Background: an optimization exercise with open tools, aiming at small area. Do not read the settings as production practice. Only simulation tests tie the RTL to the original design; equivalence was not proved.

==> flow/design.v <==
module top_parking_system_4slot(
    input  wire        clk,
    input  wire        rst,
    input  wire        entry_pulse,
    input  wire        exit_pulse_for_system,
    input  wire        payment_received,
    input  wire [1:0]  exit_car_select,
    output wire        entry_gate,
    output wire        exit_gate,
    output wire        full_led,
    output wire        fee_ready,
    output wire [3:0]  occupancy,
    output wire [2:0]  free_count,
    output wire [15:0] e0,
    output wire [15:0] e1,
    output wire [15:0] e2,
    output wire [15:0] e3,
    output wire [31:0] fee
);
reg        st_f, st_x, st_y;
reg [3:0]  occ;
reg        slot_available;
reg [1:0]  exit_slot;
reg [3:0]  ld;                  
reg [3:0]  run;
reg [15:0] t0, t1, t2, t3;
wire idle     = ~st_f & ~st_x & ~st_y;
wire alloc    = ~st_f & ~st_x &  st_y;
wire free     =  st_f & st_y & payment_received;
wire go_alloc = entry_pulse & slot_available;
wire go_exit  = ~go_alloc & exit_pulse_for_system & (|occ);
assign entry_gate = st_x & ~st_y;
assign exit_gate  = st_x &  st_y;
assign fee_ready  = st_f;
assign full_led   = ~slot_available;
assign occupancy  = occ;
assign free_count = 3'd4 - ({2'd0, occ[0]} + {2'd0, occ[1]} + {2'd0, occ[2]} + {2'd0, occ[3]});
wire [3:0] lo_empty = {occ[0] & occ[1] & occ[2] & ~occ[3],
                       occ[0] & occ[1] & ~occ[2],
                       occ[0] & ~occ[1],
                       ~occ[0]};
wire sel_occ = occ[exit_car_select];
wire [1:0] free_idx = sel_occ  ? exit_car_select :
                      occ[0]   ? 2'd0 :
                      occ[1]   ? 2'd1 :
                      occ[2]   ? 2'd2 : 2'd3;
wire [3:0] free_oh = 4'b0001 << free_idx;
wire [1:0] exit_next = free ? free_idx : exit_slot;
always @(posedge clk or posedge rst) begin
    if (rst) begin
        st_f <= 1'b0; st_x <= 1'b0; st_y <= 1'b0;
        occ <= 4'b0;
        slot_available <= 1'b1;
        exit_slot <= 2'd0;
        ld <= 4'b0;
        run <= 4'b0;
    end else begin
        st_f <= (idle & go_exit) | (st_f & ~(st_y & payment_received));
        st_x <= alloc | free;
        st_y <= (idle & go_alloc) | st_f;
        occ <= (occ & ~(free ? free_oh : 4'b0)) | (alloc ? lo_empty : 4'b0);
        exit_slot <= exit_next;
        slot_available <= ~(&occ);
        ld <= {4{payment_received}} & (4'b0001 << exit_next);
        run <= occ;
    end
end
wire [3:0] clr = occ & ~run;
wire [16:0] c0, c1, c2, c3;
assign c0[0] = run[0];
assign c1[0] = run[1];
assign c2[0] = run[2];
assign c3[0] = run[3];
genvar k;
generate for (k = 0; k < 16; k = k + 1) begin : tb
    assign c0[k+1] = c0[k] & t0[k];
    assign c1[k+1] = c1[k] & t1[k];
    assign c2[k+1] = c2[k] & t2[k];
    assign c3[k+1] = c3[k] & t3[k];
    always @(posedge clk or posedge rst) begin
        if (rst) begin
            t0[k] <= 1'b0; t1[k] <= 1'b0; t2[k] <= 1'b0; t3[k] <= 1'b0;
        end else begin
            t0[k] <= ~clr[0] & (t0[k] ^ c0[k]);
            t1[k] <= ~clr[1] & (t1[k] ^ c1[k]);
            t2[k] <= ~clr[2] & (t2[k] ^ c2[k]);
            t3[k] <= ~clr[3] & (t3[k] ^ c3[k]);
        end
    end
end endgenerate
reg [10:0] y_lo;
reg        y_cm;
reg [15:9] t_hi;
wire bill = |ld;
wire [15:0] t_sel = ({16{ld[0]}} & t0) | ({16{ld[1]}} & t1) |
                    ({16{ld[2]}} & t2) | ({16{ld[3]}} & t3);
wire [11:2] cl;
wire [10:2] sl;
assign cl[2] = 1'b0;
generate for (k = 2; k < 9; k = k + 1) begin : lo_add
    assign sl[k]   = t_sel[k] ^ t_sel[k-2] ^ cl[k];
    assign cl[k+1] = (t_sel[k] & t_sel[k-2]) | (cl[k] & (t_sel[k] ^ t_sel[k-2]));
end endgenerate
wire ca0 = t_sel[9] & t_sel[7];      
wire ca1 = t_sel[9] | t_sel[7];      
wire pb  = t_sel[10] ^ t_sel[8];
wire sb0 = pb ^ ca0;
wire sb1 = pb ^ ca1;
wire cb0 = (t_sel[10] & t_sel[8]) | (ca0 & pb);
wire cb1 = (t_sel[10] & t_sel[8]) | (ca1 & pb);
assign sl[9] = t_sel[9] ^ t_sel[7] ^ cl[9];
assign sl[10] = cl[9] ? sb1 : sb0;
assign cl[11]   = cl[9] ? cb1 : cb0;
always @(posedge clk or posedge rst) begin
    if (rst) begin
        y_lo <= 11'd0; y_cm <= 1'b0; t_hi <= 7'd0;
    end else begin
        y_lo <= {sl, t_sel[1:0]} | ({11{~bill}} & y_lo);
        y_cm <= cl[11] | (~bill & y_cm);
        t_hi <= t_sel[15:9] | ({7{~bill}} & t_hi);
    end
end
wire [17:11] ah = {2'b00, t_hi[15:11]};
wire [17:11] bh = t_hi[15:9];
wire [18:11] ch;
wire [17:11] sh;
assign ch[11] = y_cm;
generate for (k = 11; k < 18; k = k + 1) begin : hi_add
    assign sh[k]   = ah[k] ^ bh[k] ^ ch[k];
    assign ch[k+1] = (ah[k] & bh[k]) | (ch[k] & (ah[k] ^ bh[k]));
end endgenerate
wire [18:11] y_hi = {ch[18], sh};
assign e0 = t0;
assign e1 = t1;
assign e2 = t2;
assign e3 = t3;
assign fee = {12'd0, y_hi, y_lo, 1'b0};
endmodule
clock: 4.0 ns
lec_check: 0
cap_margin: 20
core_margin: 2
core_utilization: 65
cts_buf_list: sky130_fd_sc_hd__clkbuf_8
place_density: 0.75
slew_margin: 20
standard.sh (not shown) runs the stock make flow with config.mk's settings and CLKGATE_MAP_FILE= SYNTH_SCRIPT=/design/flow/synth_recipe.tcl, a recipe that flattens the netlist after the stock synthesis.
==> flow/flow/run.sh <==
#!/bin/bash
# Standard layout, with the port buffers made of the smallest buffer cell and
# a clock tree of few large leaf buffers without dummy loads.
set -euo pipefail
export BUFFER_PORTS_ARGS="-buffer_cell sky130_fd_sc_hd__buf_1"
export CTS_ARGS="-sink_clustering_enable -repair_clock_nets -dont_use_dummy_load -buf_list sky130_fd_sc_hd__clkbuf_8"
export SKIP_REPAIR_TIE_FANOUT=1
bash standard.sh > standard.log 2>&1
The first run completed without violations.
==> next run, changes <==
--- a/flow/flow/run.sh
+++ b/flow/flow/run.sh
@@ -7 +6,0 @@
-export SKIP_REPAIR_TIE_FANOUT=1
Effect: The new run finished clean; synthesized area stays the same; maximum frequency came out higher by 0.63%; setup slack improved by 0.024 ns; via count came out higher by 3.9%; final area came out higher by 0.74%.

==> re-timing with driven ports <==
No port has a modelled driver above. Below, the same layouts with a new extraction and two added sets of constraints. Step 1 sets driving cells, clkbuf_16 on the clock port and buf_2 on the other inputs (assumed; they add their load-dependent delay and slew). Step 2 also shifts input and output timing later by t, the mid clock arrival at the registers, as if the neighbouring blocks saw the same clock. a / b / c = ideal ports / drivers / drivers and shift; a / b = the first two.
run | shift t [ns] | slack for setup (ns) | worst hold slack (ns) | worst setup path after step 2 | latest minus earliest clock arrival (ns)
the first run | 0.378 | 0.097 / 0.068 / 0.119 | 0.474 / 0.474 / 0.474 | register to register | 0.020 / 0.020
the second run | 0.383 | 0.122 / 0.122 / 0.122 | 0.474 / 0.474 / 0.474 | register to register | 0.024 / 0.023
After both steps setup and hold are still met in every run listed.
